Source: an optimization exercise on an open RTL-to-GDS flow (aim: a short achievable clock period and few clock cycles per item). Production flows keep margins and buffers that such runs may drop. In this exercise RTL edits were held to simulation tests only and were not proved equivalent to the original. No activity file was given, so power comes from the tool's default toggle rates.

==> module arbiter, before the edit <==
module arbiter
#(parameter N = 31, parameter HOME_HI = 1'b0)
(
	input clk,
	input reset,
	input hreq, input [N:0] haddr, input hcmd, input [N:0] hwdata,
	input oreq, input [N:0] oaddr, input ocmd, input [N:0] owdata,
	output slv_req,
	output [N:0] slv_addr,
	output slv_cmd,
	output [N:0] slv_wdata,
	output grant_h,    
	output grant_o     
);
reg ovr;  
wire home   = (haddr[N] == HOME_HI) & ~ovr;
wire o_want = oreq & (oaddr[N] == HOME_HI);
assign grant_h   = hreq & home;
assign grant_o   = o_want & ~home;
assign slv_req   = home ? hreq   : o_want;
assign slv_addr  = home ? haddr  : oaddr;
assign slv_cmd   = home ? hcmd   : ocmd;
assign slv_wdata = home ? hwdata : owdata;
always @(posedge clk, posedge reset)
	if (reset) ovr <= 1'b0;
	else       ovr <= o_want & home;
endmodule
Settings: LEC_CHECK=0, CAP_MARGIN=20, CORE_AREA=4 4 136 136, DIE_AREA=0 0 140 140, SETUP_SLACK_MARGIN=2.5, SLEW_MARGIN=20; clock period 4.0 ns.
run.sh (not shown) runs the stock make flow with config.mk's settings and CLKGATE_MAP_FILE= SYNTH_SCRIPT=/design/flow/synth_recipe.tcl, a recipe that flattens the netlist after the stock synthesis.
Testbench counts at the start, summed over its fixed seeds: cycles 24,007, items 24,000.
Next try:
--- a/flow/design.v
+++ b/flow/design.v
@@ -12,19 +12,20 @@
 	output grant_h,    
 	output grant_o     
 );
 reg ovr;  
-wire home   = (haddr[N] == HOME_HI) & ~ovr;
+wire h_want = hreq & (haddr[N] == HOME_HI);
 wire o_want = oreq & (oaddr[N] == HOME_HI);
-assign grant_h   = hreq & home;
-assign grant_o   = o_want & ~home;
-assign slv_req   = home ? hreq   : o_want;
-assign slv_addr  = home ? haddr  : oaddr;
-assign slv_cmd   = home ? hcmd   : ocmd;
-assign slv_wdata = home ? hwdata : owdata;
+wire sel_o  = ~h_want | ovr;
+assign grant_h = h_want & ~ovr;
+assign grant_o = o_want & sel_o;
+assign slv_req   = grant_h | grant_o;
+assign slv_addr  = sel_o ? oaddr  : haddr;
+assign slv_cmd   = sel_o ? ocmd   : hcmd;
+assign slv_wdata = sel_o ? owdata : hwdata;
 always @(posedge clk, posedge reset)
 	if (reset) ovr <= 1'b0;
-	else       ovr <= o_want & home;
+	else       ovr <= o_want & ~sel_o;
 endmodule
 module cross_bar
 #(parameter N=31) 
 (
Non-clock buffer count drops by 10.
Final cell count decreases by 1.1%.
Via count shrinks by 3.8%.
Synthesized cell count goes down by 2.1%.
Routed wire length fell by 11%.
Setup slack gets worse by 0.18 ns.
Sequential power decreases by about 0.9%.
Utilization goes down by 2.6 points.
Die area stays the same.
Flip-flop and latch count does not change.
Power is lower by 9.8%.
Hold slack is better by 0.036 ns.
Design area goes down by 4.7%.
Testbench counts after the change, summed over its fixed seeds: cycles 24,007, items 24,000.

--- another note on this design; it stands on its own ---

== quartz ==
==> flow/design.v (excerpt) <==
module cross_bar
#(parameter N=31) 
(
	input clk,
	input reset,
	input req0,
	input [N:0] addr0,
	input cmd0,
	input [N:0] wdata0,
	input req1,
	input [N:0] addr1,
	input cmd1,
	input [N:0] wdata1,
	input slv0_ack,
	input [N:0] slv0_rdata,
	input slv1_ack,
	input [N:0] slv1_rdata,
	output slv0_req,
	output [N:0] slv0_addr,
	output slv0_cmd,
	output [N:0] slv0_wdata,
	output slv1_req,
	output [N:0] slv1_addr,
	output slv1_cmd,
	output [N:0] slv1_wdata,
	output ack0,
	output [N:0] rdata0,
	output ack1,
	output [N:0] rdata1
);
Size in the first run: ~8 flip-flops, roughly 0.0026 sq mm of cells after synthesis.
clock: 4.0 ns
lec_check: 0
cap_margin: 20
core_area: 5 5 85 85
die_area: 0 0 90 90
setup_slack_margin: 2.5
slew_margin: 20
run.sh (not shown) runs the stock make flow with config.mk's settings and CLKGATE_MAP_FILE= SYNTH_SCRIPT=/design/flow/synth_recipe.tcl, a recipe that flattens the netlist after the stock synthesis.
quartz: aborted in I/O pin placement (tool error)
Testbench counts of quartz, summed over its fixed seeds: cycles 24,007, items 24,000.
### quartz -> fjord
--- a/flow/config.mk
+++ b/flow/config.mk
@@ -9,3 +9,2 @@
-export CORE_AREA = 5 5 85 85
-export DIE_AREA = 0 0 90 90
-export SETUP_SLACK_MARGIN = 2.5
+export CORE_AREA = 10 10 190 190
+export DIE_AREA = 0 0 200 200
==> run summary <==
Out of fjord and quartz, the only run to close with the timing, design-rule and antenna checks passing was fjord. quartz did not finish; a tool error ended it in I/O pin placement. Diff fjord..quartz | share of synthesized flip-flops with an asynchronous set or reset | unchanged. Summary of fjord over quartz: die extent in y now larger; horizontal die dimension higher; initial core utilization lower; number of distinct standard cells referenced by the synthesized netlist ~0 delta. fjord -> quartz: share of the yosys chip area belonging to registers delta 0, exact match. Against quartz, number of cell rows in fjord rose by more than 100%.

==> separate check: timing with driven ports <==
Ports are ideal in the flow. The routed layouts listed here were re-timed in OpenROAD. Step 1 assumes that a clkbuf_16 drives the clock port and a buf_2 every other input. Step 2 moves the port delays by t, midway between the first and last clock arrival at a register: inputs arrive t later, outputs are due t later. That takes back most of the time a late clock gives input paths. a / b / c = ideal / step 1 / step 2; a / b = the first two.
run	t, ns	setup slack, ns	hold slack, ns	cell pins on the clock port's net
the first run of note 1	0.258	1.260 / 1.219 / 1.219	0.378 / 0.378 / 0.378	1
the second run of note 1	0.262	1.075 / 1.030 / 1.030	0.413 / 0.413 / 0.413	1
fjord	0.257	0.324 / 0.286 / 0.286	0.372 / 0.372 / 0.372	1
After both steps every run listed still meets setup and hold. The setup slack of the second run of note 1, which loses most, moves by -0.045 ns with the drivers and by -0.045 ns with both steps.
